Source: an optimization exercise on an open RTL-to-GDS flow (aim: small area). Production flows keep margins and buffers that such runs may drop.
In this exercise RTL edits were held to simulation tests only and were not proved equivalent to the original.
Power figures rest on the tool's default switching activity, not on a simulated workload.

**flow/run.sh**
```bash
#!/bin/bash
# synth_recipe.tcl (not shown) runs the flow's synth.tcl, then flattens the netlist and writes it again
# the make line also repeats each setting of config.mk as NAME=value (left out here)
make -C /OpenROAD-flow-scripts/flow DESIGN_CONFIG=/design/flow/config.mk WORK_HOME=/design/flow/orfs CLKGATE_MAP_FILE= SYNTH_SCRIPT=/design/flow/synth_recipe.tcl finish
```
**flow/config.mk**
```make
export PLATFORM = sky130hd
export DESIGN_NAME = top
export DESIGN_NICKNAME = top
export VERILOG_FILES = /design/flow/design.v
export SDC_FILE = /design/flow/constraint.sdc
export NUM_CORES = 4
export LEC_CHECK = 0
export CAP_MARGIN = 20
export CORE_MARGIN = 2
export CORE_UTILIZATION = 40
export SLEW_MARGIN = 20
```
**flow/constraint.sdc**
```tcl
create_clock -name core_clock -period 8.0 [get_ports {clk}]
set_input_delay 1.6000 -clock core_clock [delete_from_list [all_inputs] [get_ports {clk}]]
set_output_delay 1.6000 -clock core_clock [all_outputs]
set_load 0.01 [all_outputs]
```
**flow/design.v**
```verilog
`timescale 1ns / 1ps
module rot_event(rst,clk,rot_a,rot_b,rot_event
    );
input rst;
input clk,rot_a,rot_b;
output rot_event;
reg rot_event;
always @(posedge clk) begin
	if(rst)
		rot_event <= 0;
	else begin
	if(rot_a == 1 & rot_b==1)
		rot_event <= 1;
	if(rot_a == 0 & rot_b==0)
		rot_event <= 0;
	end
end
endmodule
`timescale 1ns / 1ps
module regist(rst,z,clk,y,rot_event,first,second,cnt,inst
    );
input rst;
input clk,rot_event;
input [3:0] y;
input z;
output [127:0] first;
output [127:0] second;
output [10:0] cnt;
output [2:0] inst;
reg [2:0] inst;
reg [4:0] write_add;
reg [4:0] read_add1;
reg [4:0] read_add2;
reg [15:0] write_data;
reg prev;
reg [10:0] cnt;
reg [15:0] regist [0:31];
reg [127:0] first;
reg [127:0] second;
reg [15:0] a;
reg [15:0] b;
reg [15:0] c;
reg [3:0] shift;
always @(posedge clk) begin
	if(rst) begin
		prev <= 0;
		cnt <= 0;
	end
	else begin
	if(z==1)
		cnt<=0;
	if(prev==0 & rot_event==1) begin
		if(cnt==0)
			cnt<=1;
		if(cnt==1) begin
			inst<=y[2:0];
			cnt<=cnt+1;
		end
		if(inst==0) begin
			if(cnt==2) begin
				write_add[3:0] <= y;
				cnt<=cnt+1;
			end
			else if(cnt==3) begin
				write_add[4]<= y[0];
				cnt<=cnt+1;
			end
			else if(cnt==4) begin
				write_data[3:0]<= y;
				cnt<=cnt+1;
			end
			else if(cnt==5) begin
				write_data[7:4]<= y;
				cnt<=cnt+1;
			end
			else if(cnt==6) begin
				write_data[11:8]<= y;
				cnt<=cnt+1;
			end
			else if(cnt==7) begin
				write_data[15:12]<= y;
				cnt<=cnt+1;
			end
			else if(cnt==8) begin
				regist[write_add]<= write_data;
				first[127:120] <= write_add[4]+48;
				first[119:112] <= write_add[3]+48;
				first[111:104] <= write_add[2]+48;
				first[103:96] <= write_add[1]+48;
				first[95:88] <= write_add[0]+48;
				first[87:0] <= "           ";
				second[127:120] <= write_data[15]+48;
				second[119:112] <= write_data[14]+48;
				second[111:104] <= write_data[13]+48;
				second[103:96] <= write_data[12]+48;
				second[95:88] <= write_data[11]+48;
				second[87:80] <= write_data[10]+48;
				second[79:72] <= write_data[9]+48;
				second[71:64] <= write_data[8]+48;
				second[63:56] <= write_data[7]+48;
				second[55:48] <= write_data[6]+48;
				second[47:40] <= write_data[5]+48;
				second[39:32] <= write_data[4]+48;
				second[31:24] <= write_data[3]+48;
				second[23:16] <= write_data[2]+48;
				second[15:8] <= write_data[1]+48;
				second[7:0] <= write_data[0]+48;
				cnt <= cnt+1;
			end
			else if(cnt==9) begin
				cnt <=0;
			end	
		end
		else if(inst==1) begin
			if(cnt==2) begin
				read_add1[3:0] <= y;
				cnt<=cnt+1;
			end
			else if(cnt==3) begin
				read_add1[4]<= y[0];
				cnt<=cnt+1;
			end
			else if(cnt==4) begin
				a<=regist[read_add1];
				cnt<=cnt+1;
			end
			else if(cnt==5) begin
				first[127:120] <= read_add1[4]+48;
				first[119:112] <= read_add1[3]+48;
				first[111:104] <= read_add1[2]+48;
				first[103:96] <= read_add1[1]+48;
				first[95:88] <= read_add1[0]+48;
				first[87:0] <= "           ";
				second[127:120] <= a[15]+48;
				second[119:112] <= a[14]+48;
				second[111:104] <= a[13]+48;
				second[103:96] <= a[12]+48;
				second[95:88] <= a[11]+48;
				second[87:80] <= a[10]+48;
				second[79:72] <= a[9]+48;
				second[71:64] <= a[8]+48;
				second[63:56] <= a[7]+48;
				second[55:48] <= a[6]+48;
				second[47:40] <= a[5]+48;
				second[39:32] <= a[4]+48;
				second[31:24] <= a[3]+48;
				second[23:16] <= a[2]+48;
				second[15:8] <= a[1]+48;
				second[7:0] <= a[0]+48;
				cnt <= cnt+1;
			end
			else if(cnt==6) begin
				cnt <= 0;
			end
		end
		else if(inst==2) begin
			if(cnt==2) begin
				read_add1[3:0] <= y;
				cnt<=cnt+1;
			end
			else if(cnt==3) begin
				read_add1[4]<= y[0];
				cnt<=cnt+1;
			end
			else if(cnt==4) begin
				read_add2[3:0] <= y;
				cnt<=cnt+1;
			end
			else if(cnt==5) begin
				read_add2[4]<= y[0];
				cnt<=cnt+1;
			end
			else if(cnt==6) begin
				a<=regist[read_add1];
				b<=regist[read_add2];
				cnt<=cnt+1;
			end
			else if(cnt==7) begin
				first[127:120] <= a[15]+48;
				first[119:112] <= a[14]+48;
				first[111:104] <= a[13]+48;
				first[103:96] <= a[12]+48;
				first[95:88] <= a[11]+48;
				first[87:80] <= a[10]+48;
				first[79:72] <= a[9]+48;
				first[71:64] <= a[8]+48;
				first[63:56] <= a[7]+48;
				first[55:48] <= a[6]+48;
				first[47:40] <= a[5]+48;
				first[39:32] <= a[4]+48;
				first[31:24] <= a[3]+48;
				first[23:16] <= a[2]+48;
				first[15:8] <= a[1]+48;
				first[7:0] <= a[0]+48;
				second[127:120] <= b[15]+48;
				second[119:112] <= b[14]+48;
				second[111:104] <= b[13]+48;
				second[103:96] <= b[12]+48;
				second[95:88] <= b[11]+48;
				second[87:80] <= b[10]+48;
				second[79:72] <= b[9]+48;
				second[71:64] <= b[8]+48;
				second[63:56] <= b[7]+48;
				second[55:48] <= b[6]+48;
				second[47:40] <= b[5]+48;
				second[39:32] <= b[4]+48;
				second[31:24] <= b[3]+48;
				second[23:16] <= b[2]+48;
				second[15:8] <= b[1]+48;
				second[7:0] <= b[0]+48;
				cnt <= cnt+1;
			end
			else if(cnt==8) begin
				cnt <= 0;
			end
		end
		else if(inst==3) begin
			if(cnt==2) begin
				read_add1[3:0] <= y;
				cnt<=cnt+1;
			end
			else if(cnt==3) begin
				read_add1[4]<= y[0];
				cnt<=cnt+1;
			end
			else if(cnt==4) begin
				write_add[3:0] <= y;
				cnt<=cnt+1;
			end
			else if(cnt==5) begin
				write_add[4]<= y[0];
				a<=regist[read_add1];
				cnt<=cnt+1;
			end
			else if(cnt==6) begin
				write_data[3:0]<= y;
				cnt<=cnt+1;
			end
			else if(cnt==7) begin
				write_data[7:4]<= y;
				cnt<=cnt+1;
			end
			else if(cnt==8) begin
				write_data[11:8]<= y;
				cnt<=cnt+1;
			end
			else if(cnt==9) begin
				write_data[15:12]<= y;
				cnt<=cnt+1;
			end
			else if(cnt==10) begin
				regist[write_add]<= write_data;
				first[127:120] <= read_add1[4]+48;
				first[119:112] <= read_add1[3]+48;
				first[111:104] <= read_add1[2]+48;
				first[103:96] <= read_add1[1]+48;
				first[95:88] <= read_add1[0]+48;
				first[87:0] <= "           ";
				second[127:120] <= a[15]+48;
				second[119:112] <= a[14]+48;
				second[111:104] <= a[13]+48;
				second[103:96] <= a[12]+48;
				second[95:88] <= a[11]+48;
				second[87:80] <= a[10]+48;
				second[79:72] <= a[9]+48;
				second[71:64] <= a[8]+48;
				second[63:56] <= a[7]+48;
				second[55:48] <= a[6]+48;
				second[47:40] <= a[5]+48;
				second[39:32] <= a[4]+48;
				second[31:24] <= a[3]+48;
				second[23:16] <= a[2]+48;
				second[15:8] <= a[1]+48;
				second[7:0] <= a[0]+48;
				cnt <= cnt+1;
			end
			else if(cnt==11) begin
				cnt <= 0;
			end
		end
		else if(inst==4) begin
			if(cnt==2) begin
				read_add1[3:0] <= y;
				cnt<=cnt+1;
			end
			else if(cnt==3) begin
				read_add1[4]<= y[0];
				cnt<=cnt+1;
			end
			else if(cnt==4) begin
				read_add2[3:0] <= y;
				cnt<=cnt+1;
			end
			else if(cnt==5) begin
				read_add2[4]<= y[0];
				cnt<=cnt+1;
			end
			else if(cnt==6) begin
				write_add[3:0] <= y;
				cnt<=cnt+1;
			end
			else if(cnt==7) begin
				write_add[4]<= y[0];
				a<=regist[read_add1];
				b<=regist[read_add2];
				cnt<=cnt+1;
			end
			else if(cnt==8) begin
				write_data[3:0]<= y;
				cnt<=cnt+1;
			end
			else if(cnt==9) begin
				write_data[7:4]<= y;
				cnt<=cnt+1;
			end
			else if(cnt==10) begin
				write_data[11:8]<= y;
				cnt<=cnt+1;
			end
			else if(cnt==11) begin
				write_data[15:12]<= y;
				cnt<=cnt+1;
			end
			else if(cnt==12) begin
				regist[write_add]<= write_data;
				first[127:120] <= a[15]+48;
				first[119:112] <= a[14]+48;
				first[111:104] <= a[13]+48;
				first[103:96] <= a[12]+48;
				first[95:88] <= a[11]+48;
				first[87:80] <= a[10]+48;
				first[79:72] <= a[9]+48;
				first[71:64] <= a[8]+48;
				first[63:56] <= a[7]+48;
				first[55:48] <= a[6]+48;
				first[47:40] <= a[5]+48;
				first[39:32] <= a[4]+48;
				first[31:24] <= a[3]+48;
				first[23:16] <= a[2]+48;
				first[15:8] <= a[1]+48;
				first[7:0] <= a[0]+48;
				second[127:120] <= b[15]+48;
				second[119:112] <= b[14]+48;
				second[111:104] <= b[13]+48;
				second[103:96] <= b[12]+48;
				second[95:88] <= b[11]+48;
				second[87:80] <= b[10]+48;
				second[79:72] <= b[9]+48;
				second[71:64] <= b[8]+48;
				second[63:56] <= b[7]+48;
				second[55:48] <= b[6]+48;
				second[47:40] <= b[5]+48;
				second[39:32] <= b[4]+48;
				second[31:24] <= b[3]+48;
				second[23:16] <= b[2]+48;
				second[15:8] <= b[1]+48;
				second[7:0] <= b[0]+48;
				cnt <= cnt+1;
			end
			else if(cnt==13) begin
				cnt <= 0;
			end
		end
		else if(inst==5) begin
			if(cnt==2) begin
				read_add1[3:0] <= y;
				cnt<=cnt+1;
			end
			else if(cnt==3) begin
				read_add1[4]<= y[0];
				cnt<=cnt+1;
			end
			else if(cnt==4) begin
				read_add2[3:0] <= y;
				cnt<=cnt+1;
			end
			else if(cnt==5) begin
				read_add2[4]<= y[0];
				cnt<=cnt+1;
			end
			else if(cnt==6) begin
				write_add[3:0] <= y;
				a<=regist[read_add1];
				b<=regist[read_add2];
				cnt<=cnt+1;
			end
			else if(cnt==7) begin
				write_add[4]<= y[0];
				c<= a+b;
				cnt<=cnt+1;
			end
			else if(cnt==8) begin
				regist[write_add]<= c;
				first[127:120] <= write_add[4]+48;
				first[119:112] <= write_add[3]+48;
				first[111:104] <= write_add[2]+48;
				first[103:96] <= write_add[1]+48;
				first[95:88] <= write_add[0]+48;
				first[87:0] <= "           ";
				second[127:120] <= c[15]+48;
				second[119:112] <= c[14]+48;
				second[111:104] <= c[13]+48;
				second[103:96] <= c[12]+48;
				second[95:88] <= c[11]+48;
				second[87:80] <= c[10]+48;
				second[79:72] <= c[9]+48;
				second[71:64] <= c[8]+48;
				second[63:56] <= c[7]+48;
				second[55:48] <= c[6]+48;
				second[47:40] <= c[5]+48;
				second[39:32] <= c[4]+48;
				second[31:24] <= c[3]+48;
				second[23:16] <= c[2]+48;
				second[15:8] <= c[1]+48;
				second[7:0] <= c[0]+48;
				cnt <= cnt+1;
			end
			else if(cnt==9) begin
				cnt <= 0;
			end
		end
		else if(inst==6) begin
			if(cnt==2) begin
				read_add1[3:0] <= y;
				cnt<=cnt+1;
			end
			else if(cnt==3) begin
				read_add1[4]<= y[0];
				cnt<=cnt+1;
			end
			else if(cnt==4) begin
				read_add2[3:0] <= y;
				cnt<=cnt+1;
			end
			else if(cnt==5) begin
				read_add2[4]<= y[0];
				cnt<=cnt+1;
			end
			else if(cnt==6) begin
				write_add[3:0] <= y;
				a<=regist[read_add1];
				b<=regist[read_add2];
				cnt<=cnt+1;
			end
			else if(cnt==7) begin
				write_add[4]<= y[0];
				c<= a-b;
				cnt<=cnt+1;
			end
			else if(cnt==8) begin
				regist[write_add]<= c;
				first[127:120] <= write_add[4]+48;
				first[119:112] <= write_add[3]+48;
				first[111:104] <= write_add[2]+48;
				first[103:96] <= write_add[1]+48;
				first[95:88] <= write_add[0]+48;
				first[87:0] <= "           ";
				second[127:120] <= c[15]+48;
				second[119:112] <= c[14]+48;
				second[111:104] <= c[13]+48;
				second[103:96] <= c[12]+48;
				second[95:88] <= c[11]+48;
				second[87:80] <= c[10]+48;
				second[79:72] <= c[9]+48;
				second[71:64] <= c[8]+48;
				second[63:56] <= c[7]+48;
				second[55:48] <= c[6]+48;
				second[47:40] <= c[5]+48;
				second[39:32] <= c[4]+48;
				second[31:24] <= c[3]+48;
				second[23:16] <= c[2]+48;
				second[15:8] <= c[1]+48;
				second[7:0] <= c[0]+48;
				cnt <= cnt+1;
			end
			else if(cnt==9) begin
				cnt <= 0;
			end
		end		
		else if(inst==7) begin
			if(cnt==2) begin
				read_add1[3:0] <= y;
				cnt<=cnt+1;
			end
			else if(cnt==3) begin
				read_add1[4]<= y[0];
				cnt<=cnt+1;
			end
			else if(cnt==4) begin
				shift<=y;
				cnt<=cnt+1;
			end
			else if(cnt==5) begin
				write_add[3:0] <= y;
				a<=regist[read_add1];
				cnt<=cnt+1;
			end
			else if(cnt==6) begin
				write_add[4]<= y[0];
				c<= (a << shift);
				cnt<=cnt+1;
			end
			else if(cnt==7) begin
				regist[write_add]<= c;
				first[127:120] <= write_add[4]+48;
				first[119:112] <= write_add[3]+48;
				first[111:104] <= write_add[2]+48;
				first[103:96] <= write_add[1]+48;
				first[95:88] <= write_add[0]+48;
				first[87:0] <= "           ";
				second[127:120] <= c[15]+48;
				second[119:112] <= c[14]+48;
				second[111:104] <= c[13]+48;
				second[103:96] <= c[12]+48;
				second[95:88] <= c[11]+48;
				second[87:80] <= c[10]+48;
				second[79:72] <= c[9]+48;
				second[71:64] <= c[8]+48;
				second[63:56] <= c[7]+48;
				second[55:48] <= c[6]+48;
				second[47:40] <= c[5]+48;
				second[39:32] <= c[4]+48;
				second[31:24] <= c[3]+48;
				second[23:16] <= c[2]+48;
				second[15:8] <= c[1]+48;
				second[7:0] <= c[0]+48;
				cnt <= cnt+1;
			end
			else if(cnt==8) begin
				cnt <= 0;
			end
		end
	end
	prev <= rot_event;
	end
end
endmodule
`timescale 1ns / 1ps
module driver(rst,cnti,inst,first,second,clk,LCD_RS,LCD_W,LCD_E,data
    );
    input [2:0] inst;
	input [10:0] cnti;
input [127:0] first;
input [127:0] second;
input rst;
input clk;
output LCD_RS,LCD_W,LCD_E;
output [3:0] data;
reg LCD_RS,LCD_W,LCD_E;
reg [3:0] data;
reg [3:0] cnt;
reg [5:0] state;
reg [5:0] lstep;
reg [2:0] temp;
reg [8:0] pos;
reg [8:0] pos1;
reg [5:0] count;
always @(posedge clk) begin
	if(rst) begin
cnt <= 0;
state <= 1;
lstep <= 0;
temp <= 0;
pos <= 127;
pos1 <= 127;
count <= 0;
LCD_RS <= 0;
LCD_W <= 0;
LCD_E <= 0;
data <= 0;
	end
	else begin
	cnt <= cnt + 1;
	if( (cnti==9 && inst==0) || (cnti==6 && inst==1) || (cnti==8 && inst==2) || (cnti==11 && inst==3) || (cnti==13 && inst==4) || (cnti==9 && inst==5) || (cnti==9 && inst==6) || (cnti==8 && inst==7)) begin
	if(state == 1) begin
		if(cnt == 15) begin
			cnt <= 0;
			if(temp == 3) begin
				if(lstep == 0) begin
					LCD_E <= 0; lstep <= 1;
				end
				else if(lstep == 1) begin
					LCD_RS <= 0;LCD_W <= 0;data <= 4'b0010;
					lstep <= 2;
				end
				else if(lstep == 2) begin
					LCD_E <= 1;
					state <= 2;lstep <= 0;
				end
			end
			else begin
				if(lstep == 0) begin
					LCD_E <= 0;	lstep <= 1;
				end
				else if(lstep == 1) begin
					LCD_RS <= 0;LCD_W <= 0; data <= 4'b0011;
					lstep <= 2;
				end
				else if(lstep == 2) begin
					LCD_E <= 1; lstep <= 0;
					temp <= temp + 1;
				end
			end
		end
	end
	else if(state == 2) begin
		if(cnt == 15) begin
			cnt <= 0;
			if(lstep == 0) begin
				LCD_E <= 0;lstep <= 1;
			end
			else if(lstep == 1) begin
				LCD_RS <= 0;LCD_W <= 0; data <= 4'b0010;
				lstep <= 2;
			end
			else if(lstep == 2) begin
				LCD_E <= 1; lstep <= 3;
			end
			else if(lstep == 3) begin
				LCD_E <= 0;lstep <= 4;
			end
			else if(lstep == 4) begin
				LCD_RS <= 0;LCD_W <= 0; data <= 4'b1000;
				lstep <= 5;
			end
			else if(lstep == 5) begin
				LCD_E <= 1; lstep <= 0; state <= 3;
			end
		end
	end
	else if(state == 3) begin
		if(cnt == 15) begin
			cnt <= 0;
			if(lstep == 0) begin
				LCD_E <= 0;lstep <= 1;
			end
			else if(lstep == 1) begin
				LCD_RS <= 0;LCD_W <= 0; data <= 4'b0000;
				lstep <= 2;
			end
			else if(lstep == 2) begin
				LCD_E <= 1; lstep <= 3;
			end
			else if(lstep == 3) begin
				LCD_E <= 0;lstep <= 4;
			end
			else if(lstep == 4) begin
				LCD_RS <= 0;LCD_W <= 0; data <= 4'b0110;
				lstep <= 5;
			end
			else if(lstep == 5) begin
				LCD_E <= 1; lstep <= 0; state <= 4;
			end
		end
	end
	else if(state == 4) begin
		if(cnt == 15) begin
			cnt <= 0;
			if(lstep == 0) begin
				LCD_E <= 0;lstep <= 1;
			end
			else if(lstep == 1) begin
				LCD_RS <= 0;LCD_W <= 0; data <= 4'b0000;
				lstep <= 2;
			end
			else if(lstep == 2) begin
				LCD_E <= 1; lstep <= 3;
			end
			else if(lstep == 3) begin
				LCD_E <= 0;lstep <= 4;
			end
			else if(lstep == 4) begin
				LCD_RS <= 0;LCD_W <= 0; data <= 4'b1100;
				lstep <= 5;
			end
			else if(lstep == 5) begin
				LCD_E <= 1; lstep <= 0; state <= 5;
			end
		end
	end
	else if(state == 5) begin
		if(cnt == 15) begin
			cnt <= 0;
			if(lstep == 0) begin
				LCD_E <= 0;lstep <= 1;
			end
			else if(lstep == 1) begin
				LCD_RS <= 0;LCD_W <= 0; data <= 4'b0000;
				lstep <= 2;
			end
			else if(lstep == 2) begin
				LCD_E <= 1; lstep <= 3;
			end
			else if(lstep == 3) begin
				LCD_E <= 0;lstep <= 4;
			end
			else if(lstep == 4) begin
				LCD_RS <= 0;LCD_W <= 0; data <= 4'b0001;
				lstep <= 5;
			end
			else if(lstep == 5) begin
				LCD_E <= 1; lstep <= 0; state <= 6;
			end
		end
	end
	else if(state == 6) begin
		if(cnt == 15) begin
			cnt <= 0;
			if(lstep == 0) begin
				LCD_E <= 0;lstep <= 1;
			end
			else if(lstep == 1) begin
				LCD_RS <= 0;LCD_W <= 0; data <= 4'b1000;
				lstep <= 2;
			end
			else if(lstep == 2) begin
				LCD_E <= 1; lstep <= 3;
			end
			else if(lstep == 3) begin
				LCD_E <= 0;lstep <= 4;
			end
			else if(lstep == 4) begin
				LCD_RS <= 0;LCD_W <= 0; data <= 4'b0000;
				lstep <= 5;
			end
			else if(lstep == 5) begin
				LCD_E <= 1; lstep <= 0; state <= 7;
			end
		end
	end
	else if(state == 7) begin
		if(cnt == 15) begin
			cnt <= 0;
			if(count != 16) begin
				if(lstep == 0) begin
					LCD_E <= 0;lstep <= 1;
				end
				else if(lstep == 1) begin
					LCD_RS <= 1;LCD_W <= 0; data <= first[pos-:4];
					lstep <= 2;
				end
				else if(lstep == 2) begin
						LCD_E <= 1; lstep <= 3;pos <= pos - 4;
					end
				else if(lstep == 3) begin
					LCD_E <= 0;lstep <= 4;
				end
				else if(lstep == 4) begin
					LCD_RS <= 1;LCD_W <= 0; data <= first[pos-:4];
					lstep <= 5;
				end
				else if(lstep == 5) begin
					LCD_E <= 1; lstep <= 0; pos <= pos - 4;count <= count + 1;
				end
			end
			else begin
				pos <= 127;state <= 8; count <= 0;
			end
		end
	end
	else if(state == 8) begin
		if(cnt == 15) begin
			cnt <= 0;
			if(lstep == 0) begin
				LCD_E <= 0;lstep <= 1;
			end
			else if(lstep == 1) begin
				LCD_RS <= 0;LCD_W <= 0; data <= 4'b1100;
				lstep <= 2;
			end
			else if(lstep == 2) begin
				LCD_E <= 1; lstep <= 3;
			end
			else if(lstep == 3) begin
				LCD_E <= 0;lstep <= 4;
			end
			else if(lstep == 4) begin
				LCD_RS <= 0;LCD_W <= 0; data <= 4'b0000;
				lstep <= 5;
			end
			else if(lstep == 5) begin
				LCD_E <= 1; lstep <= 0; state <= 9;
			end
		end
	end
	else if(state == 9) begin
		if(cnt == 15) begin
			cnt <= 0;
			if(count != 16) begin
				if(lstep == 0) begin
					LCD_E <= 0;lstep <= 1;
				end
				else if(lstep == 1) begin
					LCD_RS <= 1;LCD_W <= 0; data <= second[pos1-:4];
					lstep <= 2;
				end
				else if(lstep == 2) begin
						LCD_E <= 1; lstep <= 3;pos1 <= pos1 - 4;
					end
				else if(lstep == 3) begin
					LCD_E <= 0;lstep <= 4;
				end
				else if(lstep == 4) begin
					LCD_RS <= 1;LCD_W <= 0; data <= second[pos1-:4];
					lstep <= 5;
				end
				else if(lstep == 5) begin
					LCD_E <= 1; lstep <= 0; pos1 <= pos1 - 4;count <= count + 1;
				end
			end
			else begin
				LCD_E <= 0;
				cnt <= 0;
state <= 1;
lstep <= 0;
temp <= 0;
pos <= 127;
pos1 <= 127;
count <= 0;
			end
		end
	end
	end
	end
end
endmodule
`timescale 1ns / 1ps
module top(rst,z,clk,rot_a,rot_b,y,LCD_RS,LCD_W,LCD_E,data
    );
input rst;
input clk,rot_a,rot_b;
input [3:0] y;
input z;
output LCD_RS,LCD_W,LCD_E;
output [3:0] data;
wire LCD_RS,LCD_W,LCD_E;
wire [3:0] data;
wire rot_event;
wire [127:0] first;
wire [127:0] second;
wire [10:0] cnti;
wire [2:0] inst;
rot_event u1(rst,clk,rot_a,rot_b,rot_event);
regist u2(rst,z,clk,y,rot_event,first,second,cnti,inst);
driver de(rst,cnti,inst,first,second,clk,LCD_RS,LCD_W,LCD_E,data);
endmodule
```
==> impl_metrics.env <==
export IMPL_peakVddDrop_v=0.000244
export IMPL_design_area_um2=54700
export IMPL_synth_top_area_share_pct=51.9
export IMPL_p_leak_nw=17.9
export IMPL_worstSetupStartpointType="register"
export IMPL_fin_crit_sh_pct=63.6
export IMPL_fin_skew_ps=39.5
export IMPL_numCtsBuffers=100
export IMPL_start_util_pct=40.4
export IMPL_ff2ff_setup_slack_ps=2910
export IMPL_htree_num_levels=3
export IMPL_rows=128
export IMPL_cpMostUsedCell="mux4_2"
export IMPL_setup_viol=0
export IMPL_tns_ps=0
export IMPL_grt_pass1_wl_um=203000
export IMPL_ctsHoldBuffers=0
export IMPL_cts_tree="built"
export IMPL_fin_crit_ps=5090
export IMPL_powerDensity_nw_per_um2=191
export IMPL_slowest_stage="dfxtp_4"
export IMPL_path_cells="ha_4 -> inv_1 -> ha_1 -> buf_4 -> mux4_2 -> mux4_2 -> mux2_2 -> o21ai_0 -> a311oi_1"
export IMPL_rsz0062_at_grt="no"
export IMPL_hold_start="de.cnt[0]$_SDFF_PP0_"
export IMPL_ys_ff_latch=923
export IMPL_grt_total_usage_pct=21.3
export IMPL_hold_class="register to register"
export IMPL_drv_slew=0
export IMPL_yosysSeqAreaShare_pct=54.7
export IMPL_clk_path_buf_depth=3
export IMPL_antenna_found_initial=1
export IMPL_timing_hold_violations_final=0
export IMPL_post_cts_buffers=0
export IMPL_ios=16
export IMPL_die_area_um2=126000
export IMPL_path_max_fanout=73
export IMPL_fillers=10700
export IMPL_dp_hpwl_um=84400
export IMPL_yosysWarnings=3
export IMPL_status="complete, no violations"
export IMPL_drive_above_1_share_pct=22.7
export IMPL_clk_latency_ps=740
export IMPL_whs_path_depth=1
export IMPL_crit_path_max_incr_delay_ps=960
export IMPL_routedWlPerCell_um=26.4
export IMPL_regToRegStartpoint="de.pos[0]$_SDFFE_PP1P_"
export IMPL_synth_edf_count=854
export IMPL_drtIter0Drc=3600
export IMPL_syn_to_final_growth_pct=10.8
export IMPL_syn_avg_cell_area_um2=14.2
export IMPL_ys_types=92
export IMPL_num_antenna_cells=0
export IMPL_ys_top_cells_by_area="edfxtp_1, mux4_2, dfxtp_1, mux2i_1, nand2_1"
export IMPL_place_congestion=0.923
export IMPL_clock_fmax_mhz=196
export IMPL_cp_arrival_ps=5650
export IMPL_post_cts_resized=0
export IMPL_cts_sinks=923
export IMPL_fin_nets=3471
export IMPL_synth_main_ff_cell="edfxtp_1"
export IMPL_cp_end_kind="register"
export IMPL_r2r_end="de.data[2]$_SDFFE_PP0P_"
export IMPL_async_reset_ff_share_pct=0
export IMPL_dr_pass1_iters=6
export IMPL_die_h_um=356
export IMPL_vias=31300
export IMPL_numPortBuffers=15
export IMPL_netlist_area_um2=49400
export IMPL_cts_root_buf="clkbuf_16"
export IMPL_synth_common_cells="edfxtp_1, mux4_2, nand2_1"
export IMPL_cts_clk_slew_worst_paths_ps=60
export IMPL_yosysTopAreaCell="edfxtp_1"
export IMPL_tightest_slew_ps=1090
export IMPL_drc_errors=0
export IMPL_dpl_cell_area_um2=51400
export IMPL_grt_pass1_vias=30300
export IMPL_grt_overflow_total=0
export IMPL_grt_max_degree=129
export IMPL_dieWidth_um=356
export IMPL_min_to="de.cnt[0]$_SDFF_PP0_"
export IMPL_drv_cap=0
export IMPL_relSlewSlack_pct=27.4
export IMPL_postRouteAntennaNets=0
export IMPL_crit_type="register to register"
export IMPL_critPathRequiredTime_ps=8560
export IMPL_core_area_um2=122000
export IMPL_avgViaCountPerCell=6.12
export IMPL_synth_cells=3479
export IMPL_reg2regPathDepth=9
export IMPL_synth_most_common_cell="edfxtp_1"
export IMPL_synth_nets=3538
export IMPL_totalWireLength_um=135000
layout by cell type (no fill, tap or decap), drive strengths merged, types with 15 or more instances in the layout:
cell type	n
edfxtp	854
mux4	449
nand2	287
nor2	252
a21oi	177
clkbuf	119
o21ai	117
mux2i	114
and2	101
and3	90
buf	76
dfxtp	69
inv	58
nand3	51
ha	48
nand2b	45
nor3	45
or3	44
clkinv	42
mux2	36
o211ai	26
xnor2	26
a211oi	25
nor2b	22
o22ai	22
a31oi	19
xor2	19
nor4	16
clkdlybuf4s50	15
registers in the layout, indices dropped and copies added (netlist names), 4 cells and up, named ones only:
signal	cells
de.cnt	4
de.count	6
de.data	4
de.lstep	6
de.pos	8
de.pos1	8
de.state	4
u2.a	16
u2.b	16
u2.c	16
u2.cnt	11
u2.first	128
u2.read_add1	5
u2.read_add2	5
u2.regist	512
u2.second	128
u2.shift	4
u2.write_add	5
u2.write_data	16
cell families (layout without fill, tap and decap cells):
family | after synthesis | in the layout | synth area share [%]
mux | 599 | 599 | 23.6
compound gates | 532 | 532 | 6.86
simple gates | 1011 | 1011 | 10.2
xor+xnor | 46 | 46 | 0.876
fa+ha+maj | 50 | 50 | 1.30
buf+inv | 318 | 330 | 2.53
flops | 923 | 923 | 54.7
power by group:
group	total (W)	switching (W)	internal (W)	leakage, nW
sequential	0.00526	0.0000321	0.00523	8.11
combinational	0.000437	0.000246	0.000191	8.16
clock	0.00475	0.00200	0.00274	1.61
total	0.0104	0.00228	0.00816	17.9
critical path: cells and delay by family, from the launching register on:
kind	cells	cell delay, ps
buf+inv	2	630
fa+ha+maj	2	1730
compound gates	2	450
flops	1	960
mux	3	1120
cell type report:
type                    instances  area [um2]  area share [%]
clock buffers                 118        2590            4.73
clock inverters                63         737            1.35
inverters                      57         214           0.391
multi-input cells            2238       21300            39.0
flip-flops and latches        923       27100            49.4
well taps                    1625        2030            3.71
repair buffers                 92         782            1.43
per-layer routing:
layer	track usage, %	wire, um
met1	30.8	57700
met2	33.1	63000
met3	3.03	9170
met4	7.62	5320
met5	0	0
metrics by stage:
stage / total power (W) / utilization [%] / worst slack [ps] / std cells / hold slack, ps
floorplan: 0.00566 / - / 418 / 3479 / 418
global placement: 0.00579 / 42.1 / 2880 / 4933 / 440
detailed placement: 0.00580 / 42.1 / 2750 / 4933 / 439
CTS: 0.0105 / 44.8 / 2750 / 5114 / 448
global route: 0.0107 / 44.8 / 2360 / 5116 / 467
finish: 0.0104 / 44.8 / 2910 / 5116 / 449
worst max-delay path by stage:
| stage | start | end | slack [ps] | depth (start not counted) |
|---|---|---|---|---|
| after detailed placement | de.pos[0]$_SDFFE_PP1P_ | de.data[2]$_SDFFE_PP0P_ | 2750 | 9 |
| final | de.pos[0]$_SDFFE_PP1P_ | de.data[2]$_SDFFE_PP0P_ | 2910 | 9 |
| after floorplan | rst | u2.second[0]$_DFFE_PP_ | 420 | 8 |
| after CTS | de.pos[0]$_SDFFE_PP1P_ | de.data[2]$_SDFFE_PP0P_ | 2750 | 9 |
| after global routing | de.pos[0]$_SDFFE_PP1P_ | de.data[2]$_SDFFE_PP0P_ | 2360 | 9 |
| after global placement | de.pos[0]$_SDFFE_PP1P_ | de.data[2]$_SDFFE_PP0P_ | 2880 | 9 |

## what the ideal ports hide
The results above use ideal ports. As a check the final layout listed here was re-extracted and re-timed, cells and wires unchanged. Step 1 (the two cells are an assumption about what drives the block):
set clk [get_ports {clk}]
set_driving_cell -lib_cell sky130_fd_sc_hd__clkbuf_16 $clk
set_driving_cell -lib_cell sky130_fd_sc_hd__buf_2 [delete_from_list [all_inputs] $clk]
Step 2 times the ports against the registers' clock, not the clock port: input delays grow and output delays shrink by t, the midpoint of the rising clock arrivals with the driver on. Three values: ideal ports, drivers, drivers and shift; two values: the first two.
shift t [ns]: 0.782
setup WS [ns]: 2.909 / 2.909 / 2.909
worst register clock-pin slew, ns: 0.06 / 0.06
After both steps setup and hold are still met in this run. The setup slack of this run moves by 0.000 ns with the drivers and by 0.000 ns with both steps.
